Context: an optimization exercise on an open-source flow, tuned for small area, a short achievable clock period and few clock cycles per item. The choices shown serve that exercise and are no tape-out recipe.
The RTL was checked by simulation tests, not by an equivalence proof against the original design.
Power is estimated from default activity; no workload was simulated.

main:
==> flow/design.v <==
`timescale 1ns / 1ps
module cross_node_buffer (
    input             clk,
    input             rst_n,
    input      [31:0] din,
    input             wr_en,
    input             rd_en,       
    output     [31:0] head_dout,
    output            head_valid,
    output            head_valid_nx    
);
reg  [31:0] d [0:15];
reg  [15:0] v;
wire [15:0] a;
assign a[0] = v[0];
genvar k;
generate
    for (k = 1; k < 16; k = k + 1) begin : g_all
        assign a[k] = a[k-1] & v[k];
    end
endgenerate
wire [14:0] mv;
generate
    for (k = 0; k < 15; k = k + 1) begin : g_mv
        assign mv[k] = rd_en ? v[k+1] : (v[k+1] & ~a[k]);
    end
endgenerate
wire [15:0] v_nx;
assign v_nx[0]  = (v[0] & ~rd_en) | mv[0];
assign v_nx[15] = (v[15] & ~mv[14]) | wr_en;
generate
    for (k = 1; k < 15; k = k + 1) begin : g_v
        assign v_nx[k] = (v[k] & ~mv[k-1]) | mv[k];
    end
endgenerate
always @(posedge clk) begin
    v <= v_nx & {16{rst_n}};
end
generate
    for (k = 0; k < 15; k = k + 1) begin : g_d
        always @(posedge clk) begin
            if (mv[k]) d[k] <= d[k+1];
        end
    end
endgenerate
always @(posedge clk) begin
    if (wr_en) d[15] <= din;
end
assign head_dout  = d[0];
assign head_valid    = v[0];
assign head_valid_nx = v_nx[0] & rst_n;
endmodule
`timescale 1ns / 1ps
 `timescale 1ns / 1ps
module Crossbar_switching_fabric(
    input                                      i_clk,
    input                                      i_rst_n,
    input           [32-1:0]      i_cb_l1_din,
    input           [1:0]                      i_cb_l1_sel,
    input                                      i_cb_l1_wr_en,
    input           [32-1:0]      i_cb_l2_din,
    input           [1:0]                      i_cb_l2_sel,
    input                                      i_cb_l2_wr_en,
    input           [32-1:0]      i_cb_l3_din,
    input           [1:0]                      i_cb_l3_sel,
    input                                      i_cb_l3_wr_en,
    input           [32-1:0]      i_cb_l4_din,
    input           [1:0]                      i_cb_l4_sel,
    input                                      i_cb_l4_wr_en,
    output          [4:0]                      o_cb_c1_queue_sel,
    output          [32-1:0]      o_cb_c1_dout,
    output                                     o_cb_c1_dat_valid,
    output          [4:0]                      o_cb_c2_queue_sel,
    output          [32-1:0]      o_cb_c2_dout,
    output                                     o_cb_c2_dat_valid,
    output          [4:0]                      o_cb_c3_queue_sel,
    output          [32-1:0]      o_cb_c3_dout,
    output                                     o_cb_c3_dat_valid,
    output          [4:0]                      o_cb_c4_queue_sel,
    output          [32-1:0]      o_cb_c4_dout,
    output                                     o_cb_c4_dat_valid
    );
wire [32-1:0] lane_din [0:3];
wire [1:0]                 lane_sel [0:3];
wire [3:0]                 lane_wr;
assign lane_din[0] = i_cb_l1_din; assign lane_sel[0] = i_cb_l1_sel; assign lane_wr[0] = i_cb_l1_wr_en;
assign lane_din[1] = i_cb_l2_din; assign lane_sel[1] = i_cb_l2_sel; assign lane_wr[1] = i_cb_l2_wr_en;
assign lane_din[2] = i_cb_l3_din; assign lane_sel[2] = i_cb_l3_sel; assign lane_wr[2] = i_cb_l3_wr_en;
assign lane_din[3] = i_cb_l4_din; assign lane_sel[3] = i_cb_l4_sel; assign lane_wr[3] = i_cb_l4_wr_en;
wire [32-1:0] head_dout [0:15];
wire [15:0]                head_valid;
wire [15:0]                head_valid_nx;
wire [15:0]                node_rd;
genvar l, c;
generate
    for (l = 0; l < 4; l = l + 1) begin : g_lane
        for (c = 0; c < 4; c = c + 1) begin : g_col
            cross_node_buffer u_node (
                .clk           (i_clk),
                .rst_n         (i_rst_n),
                .din           (lane_din[l]),
                .wr_en         (lane_wr[l] & (lane_sel[l] == c)),
                .rd_en         (node_rd[4*l+c]),
                .head_dout     (head_dout[4*l+c]),
                .head_valid    (head_valid[4*l+c]),
                .head_valid_nx (head_valid_nx[4*l+c])
            );
        end
    end
endgenerate
reg [32-1:0] col_dout  [0:3];
reg [3:0]                 col_valid;
generate
    for (c = 0; c < 4; c = c + 1) begin : g_arb
        wire [3:0] req = {head_valid_nx[12+c], head_valid_nx[8+c], head_valid_nx[4+c], head_valid_nx[c]};
        reg  [3:0] last;    
        reg  [3:0] gnt;
        reg  [3:0] gnt_q;   
        always @(*) begin
            case (last)
                4'b0001: gnt = req[1] ? 4'b0010 : req[2] ? 4'b0100 : req[3] ? 4'b1000 : req[0] ? 4'b0001 : 4'b0000;
                4'b0010: gnt = req[2] ? 4'b0100 : req[3] ? 4'b1000 : req[0] ? 4'b0001 : req[1] ? 4'b0010 : 4'b0000;
                4'b0100: gnt = req[3] ? 4'b1000 : req[0] ? 4'b0001 : req[1] ? 4'b0010 : req[2] ? 4'b0100 : 4'b0000;
                default: gnt = req[0] ? 4'b0001 : req[1] ? 4'b0010 : req[2] ? 4'b0100 : req[3] ? 4'b1000 : 4'b0000;
            endcase
        end
        assign node_rd[c]    = gnt_q[0];
        assign node_rd[4+c]  = gnt_q[1];
        assign node_rd[8+c]  = gnt_q[2];
        assign node_rd[12+c] = gnt_q[3];
        always @(posedge i_clk) begin
            if (!i_rst_n) begin
                last  <= 4'b1000;
                gnt_q <= 4'b0000;
            end
            else begin
                if (|req) last <= gnt;
                gnt_q <= gnt;
            end
        end
        always @(posedge i_clk or negedge i_rst_n) begin
            if (!i_rst_n) col_valid[c] <= 1'b0;
            else          col_valid[c] <= |gnt_q;
        end
        always @(posedge i_clk) begin
            col_dout[c] <= ({32{gnt_q[0]}} & head_dout[c])
                         | ({32{gnt_q[1]}} & head_dout[4+c])
                         | ({32{gnt_q[2]}} & head_dout[8+c])
                         | ({32{gnt_q[3]}} & head_dout[12+c]);
        end
    end
endgenerate
assign o_cb_c1_dout = col_dout[0];
assign o_cb_c2_dout = col_dout[1];
assign o_cb_c3_dout = col_dout[2];
assign o_cb_c4_dout = col_dout[3];
assign o_cb_c1_queue_sel = {col_dout[0][6:4], col_dout[0][1:0]};
assign o_cb_c2_queue_sel = {col_dout[1][6:4], col_dout[1][1:0]};
assign o_cb_c3_queue_sel = {col_dout[2][6:4], col_dout[2][1:0]};
assign o_cb_c4_queue_sel = {col_dout[3][6:4], col_dout[3][1:0]};
assign o_cb_c1_dat_valid = col_valid[0];
assign o_cb_c2_dat_valid = col_valid[1];
assign o_cb_c3_dat_valid = col_valid[2];
assign o_cb_c4_dat_valid = col_valid[3];
endmodule
Settings: LEC_CHECK=0, CAP_MARGIN=20, CORE_MARGIN=2, CORE_UTILIZATION=60, CTS_CLUSTER_DIAMETER=100, CTS_CLUSTER_SIZE=30, SETUP_SLACK_MARGIN=2.5, SLEW_MARGIN=20; clock period 5.0 ns.
run.sh (not shown) runs the stock make flow with config.mk's settings and CLKGATE_MAP_FILE= SYNTH_SCRIPT=/design/flow/synth_recipe.tcl, a recipe that flattens the netlist after the stock synthesis.
Testbench counts of main, summed over its fixed seeds: cycles 4,458, items 16,384.
Edits applied to the flow inputs when going from main to the feature branch:
-- flow/design.v --
<<< main, line 1
`timescale 1ns / 1ps
module cross_node_buffer (
    input             clk,
    input             rst_n,
    input      [31:0] din,
    input             wr_en,
    input             rd_en,       
    output     [31:0] head_dout,
    output            head_valid,
>>> the feature branch, line 1
`timescale 1ns / 1ps
module cross_node_buffer #(
    parameter ENTRY = 3
) (
    input             clk,
    input             rst_n,
    input      [31:0] din,
    input             wr_en,
    input             rd_en,           
    output     [31:0] head_dout,
    output            head_valid,
<<< main, line 26
    end
endgenerate
wire [15:0] v_nx;
assign v_nx[0]  = (v[0] & ~rd_en) | mv[0];
assign v_nx[15] = (v[15] & ~mv[14]) | wr_en;
generate
    for (k = 1; k < 15; k = k + 1) begin : g_v
        assign v_nx[k] = (v[k] & ~mv[k-1]) | mv[k];
    end
endgenerate
>>> the feature branch, line 28
    end
endgenerate
wire wr_lo = wr_en & ~(|v[15:ENTRY+1]) & (~v[ENTRY] | mv[ENTRY-1]);
wire wr_hi = wr_en & ~wr_lo;
wire [15:0] v_nx;
assign v_nx[0]  = (v[0] & ~rd_en) | mv[0];
assign v_nx[15] = (v[15] & ~mv[14]) | wr_hi;
generate
    for (k = 1; k < 15; k = k + 1) begin : g_v
        if (k == ENTRY) begin : g_e
            assign v_nx[k] = (v[k] & ~mv[k-1]) | mv[k] | wr_lo;
        end
        else begin : g_n
            assign v_nx[k] = (v[k] & ~mv[k-1]) | mv[k];
        end
    end
endgenerate
<<< main, line 39
generate
    for (k = 0; k < 15; k = k + 1) begin : g_d
        always @(posedge clk) begin
            if (mv[k]) d[k] <= d[k+1];
        end
    end
endgenerate
always @(posedge clk) begin
    if (wr_en) d[15] <= din;
end
assign head_dout  = d[0];
assign head_valid    = v[0];
assign head_valid_nx = v_nx[0] & rst_n;
>>> the feature branch, line 48
generate
    for (k = 0; k < 15; k = k + 1) begin : g_d
        if (k == ENTRY) begin : g_e
            always @(posedge clk) begin
                if (wr_lo)      d[k] <= din;
                else if (mv[k]) d[k] <= d[k+1];
            end
        end
        else begin : g_n
            always @(posedge clk) begin
                if (mv[k]) d[k] <= d[k+1];
            end
        end
    end
endgenerate
always @(posedge clk) begin
    if (wr_hi) d[15] <= din;
end
assign head_dout     = d[0];
assign head_valid    = v[0];
assign head_valid_nx = v_nx[0] & rst_n;
On final cycle utilization of the critical path: between main and the feature branch, it ends up lower for main.
[compare] base=main new=the feature branch: multi-input gate share of total cell area picked up an extra 2.4 points, global-route usage picked up an extra 3.9 points, share of power burned in combinational logic picked up an extra 1.0 points.
Fraction of power consumed by the clock network in the feature branch vs main: down 0.2 points
Total power: the feature branch vs main up 1.9 mW
From main to the feature branch, post-detailed-route DRC marker count did not move at all.
The feature branch — number of vias per cell after detailed routing about 4.3% higher, main as reference
Looking at via count, the feature branch sits above main.
Testbench counts of the feature branch, summed over its fixed seeds: cycles 4,369, items 16,384.

==> re-timing with driven ports <==
Ports are ideal in the flow. The routed layouts listed here were re-timed in OpenROAD.
Step 1 assumes that a clkbuf_16 drives the clock port and a buf_2 every other input.
Step 2 times the ports against the registers' clock, not the clock port: input delays grow and output delays shrink by t, the midpoint of the rising clock arrivals with the driver on.
Three values: ideal, step 1, step 2; two values: the first two.
| run | t (ns) | setup slack, ns | hold WS [ns] | clock arrival spread, ns |
|---|---|---|---|---|
| main | 1.087 | 2.359 / 2.244 / 1.755 | 0.399 / 0.399 / 0.399 | 0.049 / 0.049 |
| the feature branch | 1.094 | 2.315 / 2.199 / 1.447 | 0.399 / 0.399 / 0.399 | 0.062 / 0.063 |
After both steps every run listed still meets setup and hold. The setup slack of the feature branch, which loses most, moves by -0.116 ns with the drivers and by -0.868 ns with both steps.
